This is an optimization exercise on Yosys and OpenROAD, whose aim is small area and a short achievable clock period, not a production implementation.
At most, simulation tests tie the RTL to the original design; equivalence was not proved.
Only the layout flow was run in runs 2 and 3; the RTL was not checked for function there.

--- flow/run.sh ---
#!/bin/bash
# synth_recipe.tcl (not shown) runs the flow's synth.tcl, then flattens the netlist and writes it again
# the make line also repeats each setting of config.mk as NAME=value (left out here)
make -C /OpenROAD-flow-scripts/flow DESIGN_CONFIG=/design/flow/config.mk WORK_HOME=/design/flow/orfs CLKGATE_MAP_FILE= SYNTH_SCRIPT=/design/flow/synth_recipe.tcl finish
--- flow/config.mk ---
export PLATFORM = sky130hd
export DESIGN_NAME = axis_Gauss_1x5
export DESIGN_NICKNAME = axis_Gauss_1x5
export VERILOG_FILES = /design/flow/design.v
export SDC_FILE = /design/flow/constraint.sdc
export NUM_CORES = 4
export LEC_CHECK = 0
export CAP_MARGIN = 20
export CORE_MARGIN = 2
export CORE_UTILIZATION = 40
export SLEW_MARGIN = 20
--- flow/constraint.sdc ---
create_clock -name core_clock -period 8.0 [get_ports {s_axis_aclk}]
set_input_delay 1.6000 -clock core_clock [delete_from_list [all_inputs] [get_ports {s_axis_aclk}]]
set_output_delay 1.6000 -clock core_clock [all_outputs]
set_load 0.01 [all_outputs]
--- flow/design.v ---
`timescale 1ns/1ns
module mult_coeff #(parameter COEFF_WIDTH = 10
                    )
				    (input  logic [3:0] a,
                     input  logic [COEFF_WIDTH - 1:0] coeff,
				     output logic [COEFF_WIDTH + 4 - 1:0] result);
always_comb begin
  result = a * coeff;
end
endmodule
module axis_Gauss_1x5 #(
                parameter DATA_WIDTH = 8,
                parameter COEFF_WIDTH = 10 
                )(
				  input  logic s_axis_aclk,
				  input  logic s_axis_arstn,
				  input  logic [DATA_WIDTH - 1:0] s_axis_tdata,
				  input  logic s_axis_tvalid,
				  input  logic s_axis_tlast,
				  output logic [DATA_WIDTH - 1:0] m_axis_tdata,
				  output logic m_axis_tvalid,
				  output logic m_axis_tlast
				);
logic [DATA_WIDTH - 1:0] s_axis_tdata_delayed [3:0];
logic s_axis_tvalid_delayed [3:0];
logic s_axis_tlast_delayed [3:0];
always @(posedge s_axis_aclk) begin
s_axis_tdata_delayed[0] <= s_axis_tdata;
s_axis_tvalid_delayed[0] <= s_axis_tvalid;
s_axis_tlast_delayed[0] <= s_axis_tlast;
  for (int i = 0; i < 3; i++) begin
    s_axis_tdata_delayed[i + 1] <= s_axis_tdata_delayed[i];
    s_axis_tvalid_delayed[i + 1] <= s_axis_tvalid_delayed[i];
    s_axis_tlast_delayed[i + 1] <= s_axis_tlast_delayed[i];
  end
end
logic [DATA_WIDTH + COEFF_WIDTH - 4 - 1:0] s5_low_d29;
logic [DATA_WIDTH + COEFF_WIDTH - 4 - 1:0] s5_high_d29;
logic [DATA_WIDTH + COEFF_WIDTH - 1:0] s5_d29;
logic [DATA_WIDTH + COEFF_WIDTH - 4 - 1:0] s4_low_d240;
logic [DATA_WIDTH + COEFF_WIDTH - 4 - 1:0] s4_high_d240;
logic [DATA_WIDTH + COEFF_WIDTH - 1:0] s4_d240;
logic [DATA_WIDTH + COEFF_WIDTH - 4 - 1:0] s3_low_d486;
logic [DATA_WIDTH + COEFF_WIDTH - 4 - 1:0] s3_high_d486;
logic [DATA_WIDTH + COEFF_WIDTH - 1:0] s3_d486;
logic [DATA_WIDTH + COEFF_WIDTH - 4 - 1:0] s2_low_d240;
logic [DATA_WIDTH + COEFF_WIDTH - 4 - 1:0] s2_high_d240;
logic [DATA_WIDTH + COEFF_WIDTH - 1:0] s2_d240;
logic [DATA_WIDTH + COEFF_WIDTH - 4 - 1:0] s1_low_d29;
logic [DATA_WIDTH + COEFF_WIDTH - 4 - 1:0] s1_high_d29;
logic [DATA_WIDTH + COEFF_WIDTH - 1:0] s1_d29;
logic [13:0] byte_cnt; 
 mult_coeff #(.COEFF_WIDTH(COEFF_WIDTH)
              ) mult_coeff_s5_low_d29(
			  .a(s_axis_tdata[DATA_WIDTH - 4 - 1:0]),
			  .coeff(10'd29),
			  .result(s5_low_d29)
			  );
 mult_coeff #(.COEFF_WIDTH(COEFF_WIDTH)
              ) mult_coeff_s5_high_d29(
			  .a(s_axis_tdata[DATA_WIDTH - 1:DATA_WIDTH - 4]),
			  .coeff(10'd29),
			  .result(s5_high_d29)
			  );
assign s5_d29 = (s5_high_d29 << 4) + s5_low_d29;
 mult_coeff #(.COEFF_WIDTH(COEFF_WIDTH)
              ) mult_coeff_s4_low_d240(
			  .a(s_axis_tdata_delayed[0][DATA_WIDTH - 4 - 1:0]),
			  .coeff(10'd240),
			  .result(s4_low_d240)
			  );
 mult_coeff #(.COEFF_WIDTH(COEFF_WIDTH)
              ) mult_coeff_s4_high_d240(
			  .a(s_axis_tdata_delayed[0][DATA_WIDTH - 1:DATA_WIDTH - 4]),
			  .coeff(10'd240),
			  .result(s4_high_d240)
			  );
assign s4_d240 = (s4_high_d240 << 4) + s4_low_d240;
 mult_coeff #(.COEFF_WIDTH(COEFF_WIDTH)
              ) mult_coeff_s3_low_d486(
			  .a(s_axis_tdata_delayed[1][DATA_WIDTH - 4 - 1:0]),
			  .coeff(10'd486),
			  .result(s3_low_d486)
			  );
 mult_coeff #(.COEFF_WIDTH(COEFF_WIDTH)
              ) mult_coeff_s3_high_d486(
			  .a(s_axis_tdata_delayed[1][DATA_WIDTH - 1:DATA_WIDTH - 4]),
			  .coeff(10'd486),
			  .result(s3_high_d486)
			  );
assign s3_d486 = (s3_high_d486 << 4) + s3_low_d486;
 mult_coeff #(.COEFF_WIDTH(COEFF_WIDTH)
              ) mult_coeff_s2_low_d240(
			  .a(s_axis_tdata_delayed[2][DATA_WIDTH - 4 - 1:0]),
			  .coeff(10'd240),
			  .result(s2_low_d240)
			  );
 mult_coeff #(.COEFF_WIDTH(COEFF_WIDTH)
              ) mult_coeff_s2_high_d240(
			  .a(s_axis_tdata_delayed[2][DATA_WIDTH - 1:DATA_WIDTH - 4]),
			  .coeff(10'd240),
			  .result(s2_high_d240)
			  );
assign s2_d240 = (s2_high_d240 << 4) + s2_low_d240;
 mult_coeff #(.COEFF_WIDTH(COEFF_WIDTH)
              ) mult_coeff_s1_low_d29(
			  .a(s_axis_tdata_delayed[3][DATA_WIDTH - 4 - 1:0]),
			  .coeff(10'd29),
			  .result(s1_low_d29)
			  );
 mult_coeff #(.COEFF_WIDTH(COEFF_WIDTH)
              ) mult_coeff_s1_high_d29(
			  .a(s_axis_tdata_delayed[3][DATA_WIDTH - 1:DATA_WIDTH - 4]),
			  .coeff(10'd29),
			  .result(s1_high_d29)
			  );
assign s1_d29 = (s1_high_d29 << 4) + s1_low_d29;
always @(posedge s_axis_aclk) begin
  if (!s_axis_arstn) begin
    byte_cnt <= 0;
  end else begin
    if (!s_axis_tlast) begin
	  if (s_axis_tvalid) begin
	    byte_cnt <= byte_cnt + 1;
	  end
	end else begin
	  byte_cnt <= 0;
	end
    if ((byte_cnt == 2) || (byte_cnt == 3)) begin
	  m_axis_tdata <= s_axis_tdata_delayed[1]; 
	  m_axis_tvalid <= s_axis_tvalid_delayed[1]; 
	  m_axis_tlast  <= 1'b0;
	end else begin
	  m_axis_tdata <= (s5_d29 + s4_d240 + s3_d486 + s2_d240 + s1_d29) >> 10; 
	  m_axis_tvalid <= s_axis_tvalid_delayed[1]; 
	  m_axis_tlast  <= s_axis_tlast_delayed[1];
	end
  end
end
endmodule
==> results of run 1 <==
worst paths after layout:
kind	from	cells past startpoint	end	slack (ns)
worst max register to register	s_axis_tdata_delayed[1][2]	24	m_axis_tdata[7]	1.26
worst max-delay path	s_axis_tdata[2]	24	m_axis_tdata[4]	0.30
worst min-delay path	s_axis_tvalid_delayed[0]	0	s_axis_tvalid_delayed[1]	0.33
worst min register to register	s_axis_tvalid_delayed[0]	0	s_axis_tvalid_delayed[1]	0.33
through the flow:
| step | cell area, um^2 | setup WS (ns) | cells | setup TNS [ns] |
|---|---|---|---|---|
| final | 9010 | 0.302 | 1088 | 0 |
| after global routing | 9010 | 0.00304 | 1088 | 0 |
| after detailed placement | 8660 | -0.377 | 1071 | -1.97 |
| after global placement | 8660 | -0.376 | 1071 | -1.78 |
| after floorplan | 7860 | 0.353 | 752 | 0 |
| after CTS | 8960 | 0.000440 | 1088 | 0 |
flip-flops by register name (all words and copies together) (netlist names):
register / cells
m_axis_tdata: 8
s_axis_tdata_delayed: 32
m_axis_tvalid: 1
s_axis_tlast_delayed: 2
s_axis_tvalid_delayed: 2
byte_cnt: 14
m_axis_tlast: 1
cells in the final DEF (no fill, tap or decap), drive strengths merged, types with 2 or more instances in the layout:
cell type,synthesis,layout
and3,4,4
o211ai,2,2
a211oi,4,4
o21a,4,4
buf,1,37
clkbuf,2,11
o21ai,8,8
inv,160,160
a21oi,43,43
clkdlybuf4s50,0,18
and4,3,3
fa,102,102
a21o,21,21
clkinv,0,2
dlymetal6s2s,0,2
o21bai,13,13
nand2,8,8
xor2,25,25
nand4,5,5
and2,2,2
nand3,7,7
a31oi,4,4
clkinvlp,0,2
nor2b,3,3
or2,2,2
ha,176,176
nor2,27,27
or3,3,3
edfxtp,10,10
nor3,4,4
nor4,4,4
dfxtp,50,50
xnor2,41,41
timing repair:
| item | 4_1_cts | 5_1_grt |
|---|---|---|
| endpoints found under the setup margin | 2 | 7 |
| hold endpoints to repair | 0 | 0 |
| setup buffers | 1 | 0 |
| resized for setup | 2 | 11 |
| pin swaps | 3 | 10 |
worst max-delay path, stage by stage:
cell and delay [ns]:
dlygate4sd2_1 0.31, inv_1 0.11, fa_1 0.51, inv_1 0.04, ha_1 0.28, ha_1 0.33, buf_4 0.15, a21o_1 0.16
a21oi_2 0.16, xnor2_1 0.10, fa_1 0.54, inv_1 0.06, fa_1 0.48, fa_1 0.55, inv_1 0.06, fa_1 0.44
fa_2 0.55, ha_2 0.18, a211oi_2 0.06, o21a_1 0.14, o31ai_4 0.35, a21oi_2 0.12, and4b_1 0.19, or3_1 0.33
logic make-up (layout without fill, tap and decap cells):
| logic type | Yosys count | count (layout) |
|---|---|---|
| adders and majority gates | 278 | 278 |
| buffers and inverters | 163 | 234 |
| AOI/OAI and AO/OA | 106 | 106 |
| and+or+nand+nor | 77 | 77 |
| xor gates and xnor gates | 66 | 66 |
| DFF | 60 | 60 |
| muxes | 2 | 2 |
metal layers:
metal  routed length (um)  track usage, %
met5                    0               0
met3                  396            2.78
met2                 7090            27.3
met1                 7270            23.0
met4                  261            5.11
area by class of cell:
| type | instances | area (um^2) | area share, % |
|---|---|---|---|
| multi-input combinational | 529 | 5990 | 66.5 |
| sequential | 60 | 1300 | 14.4 |
| inverter | 160 | 601 | 6.66 |
| timing repair buffer | 58 | 492 | 5.46 |
| tap | 265 | 332 | 3.68 |
| clock buffer | 11 | 233 | 2.58 |
| clock inverter | 5 | 62.6 | 0.694 |
==> flow_summary.yaml, run 1 <==
yosys:
  post_synth.cell_area_avg_um2: 10.5
  async_reset_ff_share_pct: 0
  ys_seq_elements: 60
  netlist.area_leader.share_pct: 28.0
  synth_top_family_by_area: "adder cells"
  syn-num-nets: 1042
  synth_flop_cell: "dfxtp_1"
  ys_seq_area_share_pct: 16.5
  synth_cells: 752
  yosys.area_share.simple_pct: 5.08
  yosys.area.top_type: "ha_1"
  ys.warnings.count: 8
  synth_xor_area_share_pct: 7.35
  yosys-top-cells-area: "ha_1, fa_1, dfxtp_1"
  synth_edf_count: 10
  syn-cell-area_um2: 7860
  synth_compound_area_share_pct: 8.94
  synth_fa_ha_area_share_pct: 54.0
  synthMuxAreaShare_pct: 0.271
  yosys-top-cells-count: "ha_1, inv_1, fa_1"
  synth_most_common_cell: "ha_1"
  synthDistinctLibCells: 45
routing:
  wl_per_cell_um: 13.8
  drtIter0Drc: 167
  dr.pass1.iters: 4
  wirelength_mm: 15.0
  drc: 0
  vias_per_cell: 4.68
  vias: 5090
  ant_nets: 0
clocking:
  htree_levels: 3
  cts_made_buffers: 9
  cts_hold_buffers: 0
  cts_root_buffer: "clkbuf_16"
  cts_tree: "built"
  clk_pin_slew_ns: 0.06
  cts_sinks: 60
  clk_latency_ns: 0.35
  clk_path_buf_depth: 2
setup_path:
  crit_fanout: 5
  cp.arrival_ns: 7.79
  path_class: "primary input to register"
  end_kind: "register"
  cp.required_ns: 8.10
  startpoint_type: "primary input"
timing:
  finClkSkew_ns: 0.00748
  period_needed_ns: 7.70
  setup_violations: 0
  finalCritPeriodShare_pct: 96.2
  tightest_slew_ns: 0.520
  hold_viol_final: 0
  rsz0062_at_grt: "no"
  finalMaxSlewViolations: 0
  holdWs_ns: 0.328
  relSlewSlack_pct: 65.3
  fmax_ghz: 0.130
cells_and_area:
  finish.utilization_pct: 46.5
  layout.nets: 1108
  antenna-diode-count: 0
  final.fill_count: 1930
  synthToLayoutAreaGrowth_pct: 14.6
  layout-drive-gt1-share_pct: 8.38
floorplan:
  fp.dieW_um: 144
  die_y_um: 144
  start_util_pct: 40.5
  rows: 51
  coreArea_um2: 19400
  die_area_um2: 20800
  ios: 22
grt:
  grt_pass1_wl_mm: 26.7
  grt_max_degree: 22
  grt_antenna_before_repair: 0
  grtUsageTotal_pct: 16.8
  grt_pass1_vias: 5347
  grt_overflow: 0
placement:
  dp_hpwl_mm: 12.6
  io_buffers: 21
  gp_congestion: 0.773
min_path:
  hold_class: "register to register"
run_status:
  outcome: "finished clean"
run:
  max-cap-violations: 0
==> inputs of run 2 (changes only) <==
==> flow/design.v (replaced) <==
`timescale 1ns/1ns
module axis_Gauss_1x5 (
  input  logic       s_axis_aclk,
  input  logic       s_axis_arstn,
  input  logic [7:0] s_axis_tdata,
  input  logic       s_axis_tvalid,
  input  logic       s_axis_tlast,
  output logic [7:0] m_axis_tdata,
  output logic       m_axis_tvalid,
  output logic       m_axis_tlast
);
logic [7:0]  d1, d2, d3, d4;
logic        v1, v2, l1, l2;
logic [13:0] cnt;
always_ff @(posedge s_axis_aclk) begin
  d1 <= s_axis_tdata;
  d2 <= d1;
  d3 <= d2;
  d4 <= d3;
  v1 <= s_axis_tvalid;
  v2 <= v1;
  l1 <= s_axis_tlast;
  l2 <= l1;
end
always_ff @(posedge s_axis_aclk) begin
  if (!s_axis_arstn || s_axis_tlast)
    cnt <= '0;
  else if (s_axis_tvalid)
    cnt <= cnt + 14'd1;
end
wire edge_pt = (cnt[13:1] == 13'd1);
wire [8:0]  a = s_axis_tdata + d4;
wire [8:0]  b = d1 + d3;
wire [17:0] sum = 18'd29 * a + 18'd240 * b + 18'd486 * d2;
always_ff @(posedge s_axis_aclk) begin
  m_axis_tdata  <= edge_pt ? d2 : sum[17:10];
  m_axis_tvalid <= v2;
  m_axis_tlast  <= l2 & ~edge_pt;
end
endmodule
--- a/flow/config.mk
+++ b/flow/config.mk
@@ -5,7 +5,9 @@
 export SDC_FILE = /design/flow/constraint.sdc
 export NUM_CORES = 4
 export LEC_CHECK = 0
+export ABC_CLOCK_PERIOD_IN_PS = 3000
 export CAP_MARGIN = 20
 export CORE_MARGIN = 2
 export CORE_UTILIZATION = 40
+export SETUP_SLACK_MARGIN = 5
 export SLEW_MARGIN = 20
==> flow_summary.yaml, run 2 <==
run_status:
  outcome: "finished clean"
grt:
  grt_overflow: 0
  grt_pass1_vias: 4307
  grt_antenna_before_repair: 0
  grt_pass1_wl_mm: 21.2
  grt_max_degree: 16
  grtUsageTotal_pct: 16.8
cells_and_area:
  finish.utilization_pct: 51.4
  largest_reg_flops: 14
  layout-drive-gt1-share_pct: 20.1
  final_cell_count_no_fill: 870
  layout_common_cells: "inv_1, ha_1, fa_1"
  top_register: "cnt"
  synthToLayoutAreaGrowth_pct: 25.1
  final.fill_count: 1321
  layout.nets: 865
  antenna-diode-count: 0
  final_common_cell: "inv_1"
routing:
  vias_per_cell: 4.93
  wl_per_cell_um: 14.9
  drtIter0Drc: 224
  wirelength_mm: 12.9
  ant_nets: 0
  vias: 4286
  dr.pass1.iters: 4
  drc: 0
setup_path:
  r2r_start: "d2[5]"
  cp_num_buf_inv: 7
  startpoint_type: "primary input"
  cp_top_family: "adder cells"
  crit_fanout: 3
  end_kind: "register"
  cp.required_ns: 8.22
  cp-startpoint: "s_axis_tdata[2]"
  crit_top_cell: "fa_1"
  rrSetupSlack_ns: 1.61
  rr_worst_depth: 28
  rr_endpoint: "m_axis_tdata[7]"
  cpPeakStageDelay_ns: 0.57
  cp.arrival_ns: 6.74
  path_class: "primary input to register"
  cp.depth: 25
  critPathSlowestCell: "fa_1"
  crit_end: "m_axis_tdata[7]"
yosys:
  ys.warnings.count: 1
  synthDistinctLibCells: 51
  ys_seq_elements: 60
  synth_cells: 626
  yosys-top-cells-area: "fa_1, ha_1, dfxtp_1"
  syn-num-nets: 810
  ys_seq_area_share_pct: 20.1
  synth_edf_count: 0
  yosys-top-cells-count: "inv_1, ha_1, fa_1"
  syn-cell-area_um2: 5970
  synth_most_common_cell: "inv_1"
  yosys.area.top_type: "fa_1"
  post_synth.cell_area_avg_um2: 9.54
  async_reset_ff_share_pct: 0
  synth_flop_cell: "dfxtp_1"
  netlist.area_leader.share_pct: 22.5
floorplan:
  die_area_um2: 15900
  rows: 44
  coreArea_um2: 14500
  fp.dieW_um: 126
  die_y_um: 126
  ios: 22
  start_util_pct: 41.1
timing:
  hold_viol_final: 0
  finClkSkew_ns: 0.00618
  relSlewSlack_pct: 35.3
  holdWs_ns: 0.334
  finalCritPeriodShare_pct: 81.4
  period_needed_ns: 6.51
  finalMaxSlewViolations: 0
  tightest_slew_ns: 0.967
  fmax_ghz: 0.154
  rsz0062_at_grt: "yes"
  setup_violations: 0
  tns_ns: 0
clocking:
  htree_levels: 3
  cts_hold_buffers: 0
  cts_made_buffers: 9
  clk_latency_ns: 0.34
  cts_root_buffer: "clkbuf_16"
  clk_path_buf_depth: 2
  cts_sinks: 60
  clk_pin_slew_ns: 0.06
  cts_tree: "built"
placement:
  io_buffers: 21
  dp_hpwl_mm: 9.96
  gp_congestion: 0.881
  dp.cells: 829
min_path:
  hold_class: "register to register"
run:
  max-cap-violations: 0
## run 2: cell count changes after synthesis, moves of 11 or more
cell / previous run / this run
a21oi_1: 41 / 25
ha_1: 176 / 105
fa_1: 102 / 67
xnor2_1: 41 / 22
nor2_1: 27 / 38
## run 2: worst min path at each step
stage | start | to | slack, ns | cells past startpoint
after global placement | v1 | v2 | 0.31 | 0
final | v2 | m_axis_tvalid | 0.33 | 0
after CTS | v2 | m_axis_tvalid | 0.34 | 0
after global routing | v2 | m_axis_tvalid | 0.34 | 0
after floorplan | l1 | l2 | 0.31 | 0
after detailed placement | v1 | v2 | 0.31 | 0
## run 2: kinds of logic after synthesis
kind of cell | after synthesis | share of synthesized area (%)
adder cells (fa/ha/maj) | 172 | 44.5
buffers and inverters | 153 | 9.62
AND/OR/NAND/NOR | 106 | 8.80
AO/OA/AOI/OAI | 82 | 8.99
flip-flops | 60 | 20.1
XOR/XNOR | 47 | 6.89
multiplexers | 6 | 1.13
## run 2: layout make-up
type | count | area, um^2 | area share (%)
clock buffers | 9 | 225 | 3.02
repair buffers | 47 | 442 | 5.91
flip-flops and latches | 60 | 1220 | 16.3
well taps | 184 | 230 | 3.08
clock inverters | 7 | 60.1 | 0.804
inverters | 150 | 566 | 7.57
multi-input cells | 413 | 4730 | 63.3
## run 2: through the flow
| stage | cell area (um^2) | setup WS, ns |
|---|---|---|
| after floorplan | 6070 | 1.58 |
| after global placement | 6510 | 0.729 |
| after detailed placement | 6510 | 0.698 |
| after CTS | 7170 | 1.49 |
| after global routing | 7470 | 1.31 |
| final | 7470 | 1.49 |
## run 2: repair_timing
item | CTS | global route
resized for setup | 60 | 48
pin swaps | 49 | 49
setup buffers | 13 | 12
setup endpoints to repair | 8 | 11
## run 2: layer usage
layer / global-route usage (%) / share of wire [%] / vias to the layer above
li1: - / - / 2105
met1: 21.7 / 44 / 2105
met2: 27.8 / 51 / 57
met3: 3.70 / 3.0 / 19
met4: 5.69 / 2.7 / 0
met5: 0 / 0 / -
## run 2: worst register-to-register path, delay by kind of cell, from the launching register on
family	cells	cell delay, ns
mux	1	0.25
flops	1	0.36
compound gates	6	1.16
buf+inv	6	0.48
xor+xnor	2	0.16
fa+ha+maj	9	2.91
simple gates	4	0.94
==> inputs of run 3 (changes only) <==
--- a/flow/config.mk
+++ b/flow/config.mk
@@ -5,9 +5,7 @@
 export SDC_FILE = /design/flow/constraint.sdc
 export NUM_CORES = 4
 export LEC_CHECK = 0
-export ABC_CLOCK_PERIOD_IN_PS = 3000
 export CAP_MARGIN = 20
 export CORE_MARGIN = 2
 export CORE_UTILIZATION = 40
-export SETUP_SLACK_MARGIN = 5
 export SLEW_MARGIN = 20
==> flow_summary.yaml, run 3 <==
setup_path:
  cp.arrival_ns: 7.72
  startpoint_type: "primary input"
  cp.required_ns: 8.22
  crit_fanout: 3
  cpPeakStageDelay_ns: 0.54
  path_class: "primary input to register"
  r2r_start: "d2[6]"
  rr_worst_depth: 23
  rrSetupSlack_ns: 1.06
  end_kind: "register"
  rr_endpoint: "m_axis_tdata[7]"
  critPathSlowestCell: "fa_1"
  cp-startpoint: "s_axis_tdata[0]"
routing:
  ant_nets: 0
  drtIter0Drc: 176
  vias: 4089
  dr.pass1.iters: 4
  wirelength_mm: 11.8
  drc: 0
  vias_per_cell: 4.84
  wl_per_cell_um: 13.9
floorplan:
  fp.dieW_um: 126
  start_util_pct: 41.1
  ios: 22
  die_area_um2: 15900
  die_y_um: 126
  coreArea_um2: 14500
  rows: 44
yosys:
  ys.warnings.count: 1
  yosys.area.top_type: "fa_1"
  post_synth.cell_area_avg_um2: 9.54
  synthDistinctLibCells: 51
  yosys-top-cells-area: "fa_1, ha_1, dfxtp_1"
  synth_edf_count: 0
  synth_most_common_cell: "inv_1"
  synth_cells: 626
  syn-cell-area_um2: 5970
  yosys-top-cells-count: "inv_1, ha_1, fa_1"
  ys_seq_area_share_pct: 20.1
  synth_flop_cell: "dfxtp_1"
  ys_seq_elements: 60
  async_reset_ff_share_pct: 0
  netlist.area_leader.share_pct: 22.5
  syn-num-nets: 810
timing:
  setup_violations: 0
  finClkSkew_ns: 0.00316
  hold_viol_final: 0
  setup_slack_ns: 0.501
  rsz0062_at_grt: "no"
  finalMaxSlewViolations: 0
  tns_ns: 0
  finalCritPeriodShare_pct: 93.7
  relSlewSlack_pct: 42.8
  tightest_slew_ns: 0.855
  fmax_ghz: 0.133
  period_needed_ns: 7.50
cells_and_area:
  largest_reg_flops: 14
  final_common_cell: "inv_1"
  layout_common_cells: "inv_1, ha_1, fa_1"
  antenna-diode-count: 0
  synthToLayoutAreaGrowth_pct: 12.9
  finish.utilization_pct: 46.4
  final.fill_count: 1414
  layout-drive-gt1-share_pct: 4.24
  top_register: "cnt"
  layout.nets: 840
clocking:
  clk_latency_ns: 0.34
  clk_path_buf_depth: 2
  cts_tree: "built"
  cts_sinks: 60
  cts_setup_buffers: 0
  cts_made_buffers: 9
  cts_root_buffer: "clkbuf_16"
  htree_levels: 3
  clk_pin_slew_ns: 0.06
min_path:
  hold_depth: 0
  min_from: "v2"
  hold_end: "m_axis_tvalid"
  hold_class: "register to register"
placement:
  pre_cts_ws_ns: 0.0646
  gp_congestion: 0.851
  dp_hpwl_mm: 9.92
  io_buffers: 21
grt:
  grtUsageTotal_pct: 15.9
  grt_overflow: 0
  grt_antenna_before_repair: 0
  grt_pass1_wl_mm: 20.0
  grt_max_degree: 16
  grt_pass1_vias: 4078
run:
  max-cap-violations: 0
run_status:
  outcome: "finished clean"
-- run 3: cell counts after synthesis --
Identical to the previous run, type by type.
-- run 3: layout make-up --
cell class                 instances  area, um^2  area share (%)
inverter                         150         563            8.35
clock buffer                       9         225            3.34
sequential                        60        1200            17.8
clock inverter                     7        98.8            1.47
tap                              184         230            3.42
timing repair buffer              22         218            3.23
multi-input combinational        413        4200            62.4
-- run 3: cell families after synthesis --
group                      share of synthesized area, %
AOI/OAI and AO/OA                                  8.99
adders and majority gates                          44.5
DFF                                                20.1
muxes                                              1.13
xor gates and xnor gates                           6.89
and+or+nand+nor                                    8.80
buffers and inverters                              9.62
-- run 3: timing repair --
| action | CTS | global route |
|---|---|---|
| hold buffers | 0 | 0 |
| resized for setup | 0 | 1 |
| endpoints found under the setup margin | 0 | 1 |
-- run 3: per-stage QoR --
step	area, um^2	hold slack, ns	instances
2_1_floorplan	5970	0.310	626
3_3_place_gp	6410	0.314	829
3_5_place_dp	6410	0.315	829
4_1_cts	6730	0.329	845
5_1_grt	6740	0.338	845
6_report	6740	0.326	845
-- run 3: layer usage --
layer	global-route usage [%]	wire (um)
met4	4.85	218
met5	0	0
met1	21.6	5660
met3	3.44	387
met2	25.6	5490
-- run 3: critical path: cells and delay by family --
family          cells  cell delay (ns)
compound gates      8             1.65
buf+inv             6             0.73
simple gates        3             0.37
fa+ha+maj           7             2.99
xor+xnor            1             0.13
mux                 1             0.26
-- run 3: worst max-delay path by stage --
stage / slack, ns / end
after global placement: 0.24 / m_axis_tdata[7]
after detailed placement: 0.06 / m_axis_tdata[7]
after global routing: 0.06 / m_axis_tdata[7]
after CTS: 0.40 / m_axis_tdata[7]
after floorplan: 1.04 / m_axis_tdata[7]
final: 0.50 / m_axis_tdata[7]

## static timing again, ports no longer ideal
The results above use ideal ports. As a check the final layouts listed here were re-extracted and re-timed, cells and wires unchanged. Step 1 sets driving cells, clkbuf_16 on the clock port and buf_2 on the other inputs (assumed; they add their load-dependent delay and slew). Step 2, shift: input delay + t, output delay - t, t = (earliest + latest rising clock arrival at the registers) / 2. This alone moves slack from input paths to output paths. Slacks: ideal / step 1 / step 2; pairs: ideal / step 1.
| run | t (ns) | setup slack, ns | hold WS [ns] | worst setup path at the end | cell pins on the clock port's net |
|---|---|---|---|---|---|
| run 1 | 0.390 | 0.302 / 0.325 / -0.065 | 0.328 / 0.328 / 0.328 | input to register | 1 |
| run 2 | 0.377 | 1.487 / 1.493 / 1.117 | 0.334 / 0.334 / 0.334 | input to register | 1 |
| run 3 | 0.378 | 0.501 / 0.511 / 0.133 | 0.326 / 0.326 / 0.326 | input to register | 1 |
Met with ideal ports but missed after step 2: setup timing in run 1. The setup slack of run 2, which loses most, moves by +0.006 ns with the drivers and by -0.370 ns with both steps.
